Background: an optimization exercise with open tools, aiming at a short achievable clock period and few clock cycles. Do not read the settings as production practice.
Function was checked by simulation only, so behaviour that the tests miss may differ from the original.
Power and IR drop assume default switching activity.

### design/flow/config.mk
export PLATFORM = sky130hd
export DESIGN_NAME = tissue
export DESIGN_NICKNAME = tissue
export VERILOG_FILES = /design/flow/design.v
export SDC_FILE = /design/flow/constraint.sdc
export NUM_CORES = 4
export LEC_CHECK = 0
export CAP_MARGIN = 20
export CORE_MARGIN = 2
export CORE_UTILIZATION = 45
export PLACE_DENSITY = 0.6
export SETUP_SLACK_MARGIN = 2.8
export SLEW_MARGIN = 20
export SYNTH_HIERARCHICAL = 1
export SYNTH_MINIMUM_KEEP_SIZE = 0
export DONT_USE_CELLS += sky130_fd_sc_hd__mux4_1 sky130_fd_sc_hd__mux4_2 sky130_fd_sc_hd__mux4_4
### design/flow/flow/run.sh
#!/bin/bash
set -euo pipefail
echo 'export DONT_USE_CELLS += sky130_fd_sc_hd__mux4_1 sky130_fd_sc_hd__mux4_2 sky130_fd_sc_hd__mux4_4' >> config.mk
bash standard.sh > standard.log 2>&1
### design/flow/constraint.sdc
create_clock -name core_clock -period 6.0 [get_ports {clk}]
set_input_delay 1.2000 -clock core_clock [delete_from_list [all_inputs] [get_ports {clk}]]
set_output_delay 1.2000 -clock core_clock [all_outputs]
set_load 0.01 [all_outputs]
### design/flow/standard.sh
#!/bin/bash
# synth_recipe.tcl (not shown) runs the flow's synth.tcl, then flattens the netlist and writes it again
# the make line also repeats each setting of config.mk as NAME=value (left out here)
make -C /OpenROAD-flow-scripts/flow DESIGN_CONFIG=/design/flow/config.mk WORK_HOME=/design/flow/orfs CLKGATE_MAP_FILE= SYNTH_SCRIPT=/design/flow/synth_recipe.tcl "${@:-finish}"
### design/flow/design.v
`timescale 1ns/1ns
module cell_logic (
  input        c,
  input        l,
  input        r,
  input  [7:0] u,
  output       y
);
  assign y = u[{c, l, r}];
endmodule
`timescale 1ns/1ns
module tissue #(
  parameter K = 4                  
) (
  input clk,
  input rst,
  input init,
  input cell_init_status_in,
  input [32:0] number_of_steps,
  input [7:0] flip_chance_in,
  input [7:0] cell_logic_inputs_in,
  input [7:0] cell_lfsr_seed_in,
  output reg done,
  output [89:0] cells
);
  localparam W  = 30;
  localparam NC = 90;
  function [7:0] adv1(input [7:0] x);
    adv1 = {x[6:0], x[7] ^ x[5] ^ x[4] ^ x[3]};
  endfunction
  function le4(input [3:0] a, input [3:0] b);
    reg gt;
    begin
      gt = (a[3] & ~b[3]) |
           (~(a[3] ^ b[3]) & ((a[2] & ~b[2]) |
           (~(a[2] ^ b[2]) & ((a[1] & ~b[1]) |
           (~(a[1] ^ b[1]) & (a[0] & ~b[0]))))));
      le4 = ~gt;
    end
  endfunction
  function [7:0] utab(input [7:0] lg, input fa, input fb);
    utab = {fa ? lg[6] : lg[7], fb ? lg[7] : lg[6],
            fa ? lg[4] : lg[5], fb ? lg[5] : lg[4],
            fa ? lg[2] : lg[3], fb ? lg[3] : lg[2],
            fa ? lg[0] : lg[1], fb ? lg[1] : lg[0]};
  endfunction
  reg [NC-1:0]   is_r;
  reg [8*NC-1:0] ch_r;
  reg [8*NC-1:0] lg_r;
  reg [8*NC-1:0] sd_r;
  always @(posedge clk) begin
    if (init) begin
      is_r <= {is_r[NC-2:0], cell_init_status_in};
      ch_r <= {ch_r[8*NC-9:0], flip_chance_in};
      lg_r <= {lg_r[8*NC-9:0], cell_logic_inputs_in};
      sd_r <= {sd_r[8*NC-9:0], cell_lfsr_seed_in};
    end
  end
  reg        running;
  reg [32:0] rem;
  reg        big, eq, last;
  reg [K-1:1] sel;           
  wire       busy = running & ~done;
  function [K-1:1] onehot(input [32:0] x);
    integer q;
    begin
      for (q = 1; q < K; q = q + 1)
        onehot[q] = (q == K - 1) ? (x == K - 2 || x == K - 1) : (x == q - 1);
    end
  endfunction
  always @(posedge clk) begin
    if (rst) begin
      running <= 1'b1;
      done    <= 1'b0;
      rem     <= number_of_steps;
      big     <= (number_of_steps >= K);
      eq      <= (number_of_steps == K - 1);
      last    <= (number_of_steps <= K - 2);
      sel     <= onehot(number_of_steps);
    end else if (init) begin
      running <= 1'b0;
      done    <= 1'b0;
    end else if (busy) begin
      if (big) begin
        rem  <= rem - K;
        big  <= (rem >= 2*K);
        eq   <= (rem == 2*K - 1);
        last <= (rem <= 2*K - 2);
        sel  <= onehot(rem - K);
      end else if (eq) begin
        rem  <= 0;
        big  <= 1'b0;
        eq   <= 1'b0;
        last <= 1'b1;
        sel  <= onehot(0);
      end
      if (last) done <= 1'b1;
    end
  end
  reg [7:0]   lf   [0:NC-1];
  reg [7:0]   u0_r [0:NC-1];     
  reg [K-1:1] fa_r [0:NC-1];     
  reg [K-1:1] fb_r [0:NC-1];     
  genvar k, g;
  generate
    for (k = 0; k < NC; k = k + 1) begin : g_lf
      wire [7:0] seed_ld;
      if (k == 0) assign seed_ld = cell_lfsr_seed_in;
      else        assign seed_ld = sd_r[8*k-1 -: 8];
      wire [7:0] ch = ch_r[8*k+7 -: 8];
      wire [7:0] lg = lg_r[8*k+7 -: 8];
      wire [7:0] A [0:2*K];      
      wire [7:0] B [0:K];        
      assign A[0] = lf[k];
      assign B[0] = seed_ld;
      for (g = 0; g < 2*K; g = g + 1) begin : g_a
        assign A[g+1] = adv1(A[g]);
      end
      for (g = 0; g < K; g = g + 1) begin : g_b
        assign B[g+1] = adv1(B[g]);
      end
      wire [K-1:0] fa_k, fb_k, fa_e, fb_e, fa_s, fb_s;
      for (g = 0; g < K; g = g + 1) begin : g_f
        assign fa_k[g] = le4({A[K+g][2:0],   |A[K+g][7:3]},   ch[3:0]);
        assign fb_k[g] = le4({A[K+g][7:5],   |A[K+g][4:0]},   ch[7:4]);
        assign fa_e[g] = le4({A[K-1+g][2:0], |A[K-1+g][7:3]}, ch[3:0]);
        assign fb_e[g] = le4({A[K-1+g][7:5], |A[K-1+g][4:0]}, ch[7:4]);
        assign fa_s[g] = le4({B[g][2:0],     |B[g][7:3]},     ch[3:0]);
        assign fb_s[g] = le4({B[g][7:5],     |B[g][4:0]},     ch[7:4]);
      end
      wire [K-1:0] fa_r_n = eq ? fa_e : fa_k;
      wire [K-1:0] fb_r_n = eq ? fb_e : fb_k;
      wire [7:0]   u0_k = utab(lg, fa_k[0], fb_k[0]);
      wire [7:0]   u0_e = utab(lg, fa_e[0], fb_e[0]);
      wire [7:0]   u0_s = utab(lg, fa_s[0], fb_s[0]);
      always @(posedge clk) begin
        lf[k]   <= rst ? seed_ld : (eq ? A[K-1] : A[K]);
        u0_r[k] <= rst ? u0_s : (eq ? u0_e : u0_k);
        fa_r[k] <= rst ? fa_s[K-1:1] : fa_r_n[K-1:1];
        fb_r[k] <= rst ? fb_s[K-1:1] : fb_r_n[K-1:1];
      end
    end
  endgenerate
  reg  [NC-1:0] c_r;
  wire [NC-1:0] gen [0:K];
  assign gen[0] = c_r;
  generate
    for (g = 0; g < K; g = g + 1) begin : g_gen
      for (k = 0; k < NC; k = k + 1) begin : g_cell
        wire [7:0] u;
        if (g == 0) assign u = u0_r[k];
        else        assign u = utab(lg_r[8*k+7 -: 8], fa_r[k][g], fb_r[k][g]);
        wire cc = gen[g][k];
        wire l, r;
        if (k % W == 0)     assign l = 1'b0;
        else                assign l = gen[g][k-1];
        if (k % W == W - 1) assign r = 1'b0;
        else                assign r = gen[g][k+1];
        cell_logic lut (.c(cc), .l(l), .r(r), .u(u), .y(gen[g+1][k]));
      end
    end
  endgenerate
  reg [NC-1:0] part;
  integer j;
  always @* begin
    part = gen[1];
    for (j = 2; j < K; j = j + 1)
      if (sel[j]) part = gen[j];
  end
  wire take_k = ~rst & big;
  always @(posedge clk) c_r <= take_k ? gen[K] : (rst ? is_r : part);
  reg [NC-1:0] out_r;
  always @(posedge clk) if (busy & last) out_r <= part;
  assign cells = out_r;
endmodule
==> results.sh, run 1 <==
export IMPL_total_power_uw=249000
export IMPL_synth_commonest_cells="ha_1, mux2_2, mux2i_1"
export IMPL_antenna_found_initial=35
export IMPL_fin_crit_sh=0.575
export IMPL_cts_buffer_depth=4
export IMPL_power_leakage_uw=0.166
export IMPL_required_ps=4800
export IMPL_dp_hpwl_mm=717
export IMPL_dr_pass1_iters=6
export IMPL_setup_viol=0
export IMPL_crit_arrival_ps=2250
export IMPL_hp_class="reg2reg"
export IMPL_tightest_slew_ps=1140
export IMPL_p_per_area_mw_per_mm2=634
export IMPL_drc=0
export IMPL_fill_cells=69053
export IMPL_seq_area_frac_synth=0.321
export IMPL_cts_tree="yes"
export IMPL_routed_via_density=5.98
export IMPL_ys_types=104
export IMPL_postRouteAntennaNets=0
export IMPL_synth_async_reset_ratio=0
export IMPL_start_util=0.451
export IMPL_numCtsBuffers=546
export IMPL_post_drt_wl_per_cell_um=22.9
export IMPL_grt_overflow=0
export IMPL_cp_start_kind="flip-flop"
export IMPL_max_slew_margin=0.239
export IMPL_clock_latency_ps=1120
export IMPL_seqCellArea_mm2=0.114
export IMPL_syn_inst=33918
export IMPL_gp_congestion=0.887
export IMPL_crit_path_cell_trace="buf_2"
export IMPL_multi_input_area_mm2=0.232
export IMPL_fin_crit_ps=3450
export IMPL_synth_top_area_cell="edfxtp_1"
export IMPL_grt_pass1_vias=265139
export IMPL_cts_htree_levels=6
export IMPL_syn_to_final_growth_pct=11.7
export IMPL_cts_root_buffer="clkbuf_16"
export IMPL_finalNetCount=38915
export IMPL_clkTransAtPathRegs_ps=60
export IMPL_coreArea_mm2=0.778
export IMPL_crit_buf_inv=1
export IMPL_grt_max_degree=174
export IMPL_io_pin_count=152
export IMPL_synth_edf_count=2370
export IMPL_synth_area_mm2=0.351
export IMPL_rsz0062_at_grt="true"
export IMPL_dieArea_mm2=0.788
export IMPL_fin_cells=44680
export IMPL_wirelength_mm=1020
export IMPL_die_x_um=887
export IMPL_drt_iter0_markers=18425
export IMPL_ys_ff_latch=4442
export IMPL_slowest_stage="edfxtp_1"
export IMPL_timing_setup_tns_ps=0
export IMPL_max_freq_mhz=290
export IMPL_vdd_drop_max_uv=427
export IMPL_io_buffers=151
export IMPL_drive_above_1_share=0.186
export IMPL_num_rows=324
export IMPL_yosys_top_cells_area="edfxtp_1, ha_1, dfxtp_1"
export IMPL_worst_slack_ps=2550
export IMPL_ys_flop_type="edfxtp_1"
export IMPL_ys_warn_count=15
export IMPL_synth_top_area_share=0.203
export IMPL_path_max_fanout=1
export IMPL_status="timing/DRC/antenna clean"
export IMPL_place_ws_ps=1340
export IMPL_grt_pass1_wl_mm=1580
export IMPL_final_hold_viol_count=0
export IMPL_max_cap_viol_count=0
export IMPL_critical_path_class="reg2out"
export IMPL_synth_avg_cell_area_um2=10.4
export IMPL_via_count=267376
export IMPL_worst_clock_skew_ps=44.9
export IMPL_max_stage_delay_ps=850
export IMPL_slew_viol_final=0
export IMPL_cp_end_kind="output port"
export IMPL_synth_most_common_cell="ha_1"
export IMPL_clkSinkCount=4442
export IMPL_placed_cells=43033
export IMPL_fp_dieH_um=887
export IMPL_worst_path_dominant_cell_family="flip-flops"
export IMPL_grt_usage=0.248
-- per-stage QoR --
stage	instance area, um2	utilization	hold slack (ps)
floorplan	355000	-	421
CTS	387000	0.498	433
detailed placement	363000	0.466	432
global route	392000	0.504	441
global placement	363000	0.466	433
finish	392000	0.504	435
-- metal layers --
metal	global-route usage	wire length, um	vias to the layer above
met5	0	13	-
met4	0.0786	34200	2
met3	0.0253	48400	1678
met2	0.410	474000	6758
met1	0.340	465000	131692
li1	-	-	127246
-- sequential cells by signal, summed over array words and instances (netlist names), 2 cells and up --
| name | flops |
|---|---|
| rem | 33 |
| u0_r | 720 |
| fa_r | 270 |
| lf | 720 |
| ch_r | 720 |
| sd_r | 712 |
| out_r | 90 |
| sel | 2 |
| c_r | 90 |
| fb_r | 270 |
| is_r | 90 |
| lg_r | 720 |
-- cell type report --
cell class	count	share of cell area
Tap cell	10269	0.0328
Clock buffer	724	0.0391
Sequential cell	4442	0.289
Multi-Input combinational cell	26484	0.592
Timing Repair Buffer	964	0.0238
Inverter	1464	0.0141
Clock inverter	290	0.00809
Antenna cell	43	0.000274
-- final timing paths --
check / from / endpoint / slack, ps / cells after the start
max: out_r[2]$_DFFE_PP_ / cells[2] / 2550 / 1
min: ch_r[279]$_DFFE_PP_ / ch_r[287]$_DFFE_PP_ / 430 / 0
max reg2reg: c_r[25]$_DFF_P_ / c_r[22]$_DFF_P_ / 2650 / 16
min reg2reg: ch_r[279]$_DFFE_PP_ / ch_r[287]$_DFFE_PP_ / 430 / 0
-- power by group --
| group | total [uW] | internal (uW) | leakage, uW | switching, uW |
|---|---|---|---|---|
| logic | 162000 | 81500 | 0.116 | 80600 |
| registers | 52200 | 39500 | 0.0407 | 12700 |
| clock network | 34400 | 20200 | 0.00909 | 14200 |
| total | 249000 | 141000 | 0.166 | 108000 |
-- per-module statistics from Yosys, one instance, submodules excluded --
module / cells inside / area, um2
cell_logic: 8 / 76.3
tissue: 31038 / 324000
-- cells in the final DEF, fill, tap and decap left out, drive strengths merged, types with 187 or more instances in the layout --
master  instances
ha           4952
mux2         3248
mux2i        3001
edfxtp       2370
o21ai        2243
dfxtp        2072
nand2        1791
xnor2        1658
inv          1491
a21oi        1198
nor2          931
buf           831
clkbuf        724
xor2          713
nand2b        557
nor3          518
o21a          507
nand3         357
nor4          328
a21o          324
nor3b         304
or3           300
o211ai        231
nor2b         216
a31oi         208
clkinv        196
a31o          194
a211oi        192
o311a         187
-- cell families after synthesis --
logic type                 Yosys count  share of synthesized area
AOI/OAI and AO/OA                 6757                      0.127
xor gates and xnor gates          2437                     0.0638
adders and majority gates         4952                      0.176
buffers and inverters             3016                     0.0342
DFF                               4442                      0.321
muxes                             6249                      0.190
other                                1                  0.0000107
and+or+nand+nor                   6064                     0.0886
-- repair_timing --
action                                  in CTS  in global routing
endpoints found under the setup margin    1215                781
buffers inserted                           409                180
gates cloned                                 0                  1
gates resized for setup                    824                728
hold buffers                                 0                  0
pin swaps                                   13                 48
Testbench counts, summed over its fixed seeds: cycles 11,010.
==> run 2, diff against run 1 <==
--- a/design/flow/design.v
+++ b/design/flow/design.v
@@ -10,7 +10,7 @@
 endmodule
 `timescale 1ns/1ns
 module tissue #(
-  parameter K = 4                  
+  parameter K = 3                  
 ) (
   input clk,
   input rst,
@@ -169,7 +169,10 @@
   end
   wire take_k = ~rst & big;
   always @(posedge clk) c_r <= take_k ? gen[K] : (rst ? is_r : part);
+  wire         ld = busy & last;
+  reg [NC-1:0] hold_r;
   reg [NC-1:0] out_r;
-  always @(posedge clk) if (busy & last) out_r <= part;
+  always @(posedge clk) if (ld) hold_r <= part;
+  always @(posedge clk) out_r <= (part & {NC{ld}}) | (hold_r & {NC{~ld}});
   assign cells = out_r;
 endmodule
--- a/design/flow/config.mk
+++ b/design/flow/config.mk
@@ -9,7 +9,7 @@
 export CORE_MARGIN = 2
 export CORE_UTILIZATION = 45
 export PLACE_DENSITY = 0.6
-export SETUP_SLACK_MARGIN = 2.8
+export SETUP_SLACK_MARGIN = 3.3
 export SLEW_MARGIN = 20
 export SYNTH_HIERARCHICAL = 1
 export SYNTH_MINIMUM_KEEP_SIZE = 0
==> results.sh, run 2 <==
export IMPL_ys_flop_type="edfxtp_1"
export IMPL_synth_top_area_cell="edfxtp_1"
export IMPL_post_drt_wl_per_cell_um=22.8
export IMPL_crit_arrival_ps=1620
export IMPL_path_max_fanout=1
export IMPL_drc=0
export IMPL_synth_edf_count=2369
export IMPL_max_stage_delay_ps=410
export IMPL_critical_path_class="reg2out"
export IMPL_max_cap_viol_count=0
export IMPL_clkTransAtPathRegs_ps=60
export IMPL_tightest_slew_ps=1030
export IMPL_ys_ff_latch=4351
export IMPL_synth_top_area_share=0.247
export IMPL_seq_area_frac_synth=0.385
export IMPL_synth_avg_cell_area_um2=10.9
export IMPL_io_pin_count=152
export IMPL_final_cell_mix="ha_1, edfxtp_1, mux2i_1, mux2_2, nand2_1"
export IMPL_fin_crit_ps=2820
export IMPL_slowest_stage="dfxtp_4"
export IMPL_max_freq_mhz=354
export IMPL_fin_crit_sh=0.470
export IMPL_die_x_um=804
export IMPL_dieArea_mm2=0.647
export IMPL_postRouteAntennaNets=0
export IMPL_cts_root_buffer="clkbuf_16"
export IMPL_timing_setup_tns_ps=0
export IMPL_final_common_cell="ha_1"
export IMPL_clkSinkCount=4351
export IMPL_clock_latency_ps=1100
export IMPL_routed_via_density=5.87
export IMPL_hp_class="reg2reg"
export IMPL_cp_start_kind="flip-flop"
export IMPL_max_slew_margin=0.312
export IMPL_wirelength_mm=825
export IMPL_worst_clock_skew_ps=32.3
export IMPL_required_ps=4800
export IMPL_cts_tree="yes"
export IMPL_drive_above_1_share=0.237
export IMPL_cts_buffer_depth=4
export IMPL_grt_pass1_wl_mm=1270
export IMPL_ys_types=79
export IMPL_synth_async_reset_ratio=0
export IMPL_via_count=212406
export IMPL_yosys_top_cells_area="edfxtp_1, ha_1, dfxtp_1"
export IMPL_vdd_drop_max_uv=394
export IMPL_place_ws_ps=1120
export IMPL_final_util=0.529
export IMPL_cp_end_kind="output port"
export IMPL_setup_viol=0
export IMPL_worst_path_dominant_cell_family="flip-flops"
export IMPL_dp_hpwl_mm=559
export IMPL_coreArea_mm2=0.638
export IMPL_grt_max_degree=166
export IMPL_gp_congestion=0.862
export IMPL_grt_pass1_vias=209948
export IMPL_syn_inst=26326
export IMPL_finalNetCount=31218
export IMPL_synth_area_mm2=0.288
export IMPL_crit_buf_inv=1
export IMPL_ys_warn_count=15
export IMPL_crit_path_cell_trace="buf_6"
export IMPL_syn_to_final_growth_pct=16.9
export IMPL_io_buffers=151
export IMPL_worst_slack_ps=3180
export IMPL_rsz0062_at_grt="true"
export IMPL_dr_pass1_iters=8
export IMPL_cts_htree_levels=6
export IMPL_num_rows=293
export IMPL_grt_overflow=0
export IMPL_synth_most_common_cell="ha_1"
export IMPL_antenna_found_initial=19
export IMPL_synth_commonest_cells="ha_1, mux2_2, edfxtp_1"
export IMPL_drt_iter0_markers=15054
export IMPL_final_hold_viol_count=0
export IMPL_p_per_area_mw_per_mm2=467
export IMPL_grt_usage=0.243
export IMPL_power_leakage_uw=0.142
export IMPL_fp_dieH_um=804
export IMPL_slew_viol_final=0
export IMPL_start_util=0.452
export IMPL_status="timing/DRC/antenna clean"
export IMPL_numCtsBuffers=527
## run 2: cell types whose count changed in the layout (fill, tap and decap cells not counted), sizes merged, moves of 237 or more
cell    delta
buf      +574
ha      -1079
inv      -380
mux2     -728
mux2i    -671
nand2b   -327
nor3     -237
o21a     -357
o21ai    -607
xnor2    -568
## run 2: repair_timing
item | in CTS | in global routing
gates cloned | 5 | 2
hold buffers | 0 | 0
setup endpoints to repair | 1446 | 947
pin swaps | 299 | 576
setup buffers | 416 | 716
resized for setup | 1727 | 1138
## run 2: worst reg2reg max path, cell delays in order (launching register included)
cell and delay [ps]:
dfxtp_4 360, xor2_2 180, xnor2_1 210, ha_2 360
ha_1 290, a31o_2 230, a21o_1 190, a211oi_2 190
a221o_2 280, mux2_2 360
## run 2: logic make-up after synthesis
family	after synthesis	share of synthesized area
adders and majority gates	3873	0.168
muxes	4850	0.179
other	1	0.0000130
xor gates and xnor gates	1568	0.0477
AOI/OAI and AO/OA	5238	0.120
DFF	4351	0.385
buffers and inverters	2128	0.0291
and+or+nand+nor	4317	0.0709
## run 2: per-stage QoR
stage	instances	area, um2	total power (uW)	hold WS, ps
2_1_floorplan	26343	290000	92700	415
3_3_place_gp	34022	299000	106000	422
3_5_place_dp	34023	299000	108000	426
4_1_cts	35416	325000	147000	429
5_1_grt	36154	337000	167000	447
6_report	36156	337000	157000	427
## run 2: routing by layer
metal | up-vias | global-route usage | share of wire | wire length, um
li1 | 101220 | - | - | -
met1 | 104969 | 0.339 | 0.46 | 379000
met2 | 4987 | 0.402 | 0.47 | 384000
met3 | 1226 | 0.0249 | 0.045 | 37000
met4 | 4 | 0.0669 | 0.029 | 24200
met5 | - | 0 | 0.000033 | 27
## run 2: area by class of cell
cell class | instances | area [um2]
clock buffer | 695 | 14800
timing repair buffer | 1466 | 12900
multi-input combinational | 19866 | 179000
clock inverter | 277 | 3170
sequential | 4351 | 112000
tap | 8407 | 10500
inverter | 1072 | 4090
fill | 55092 | 301000
antenna | 22 | 55.1
## run 2: per-module statistics from Yosys, one instance, submodules excluded
module      times used  flops+latches
cell_logic         270              0
tissue               1           4351
## run 2: where the power goes
part / internal, uW / switching, uW
Clock: 19600 / 13600
Combinational: 41600 / 38000
Sequential: 37000 / 7500
## run 2: worst paths after layout
check,startpoint,endpoint,slack (ps),depth (start not counted)
worst max register to register,lf[50][4]$_DFF_P_,u0_r[50][5]$_DFF_P_,3220,9
worst max-delay path,out_r[89]$_DFF_P_,cells[89],3180,1
worst min register to register,hold_r[46]$_DFFE_PP_,out_r[46]$_DFF_P_,430,2
worst min-delay path,hold_r[46]$_DFFE_PP_,out_r[46]$_DFF_P_,430,2
Testbench counts of run 2, summed over its fixed seeds: cycles 13,440.

-- afterwards: timing with drivers on the ports --
How much do the figures lean on ideal ports? The routed layouts below were timed once more, with nothing changed but the port constraints.
Step 1 (the two cells are an assumption about what drives the block):
set clk [get_ports {clk}]
set_driving_cell -lib_cell sky130_fd_sc_hd__clkbuf_16 $clk
set_driving_cell -lib_cell sky130_fd_sc_hd__buf_2 [delete_from_list [all_inputs] $clk]
Step 2, shift: input delay + t, output delay - t, t = (earliest + latest rising clock arrival at the registers) / 2. This alone moves slack from input paths to output paths.
a / b / c = ideal / step 1 / step 2; a / b = the first two.
run	t, ns	setup slack, ns	slew at the worst register clock pin (ns)
run 1	1.241	2.547 / 2.406 / 1.643	0.07 / 0.07
run 2	1.212	3.179 / 3.051 / 1.997	0.07 / 0.07
After both steps setup and hold are still met in every run listed. The setup slack of run 2, which loses most, moves by -0.128 ns with the drivers and by -1.182 ns with both steps.
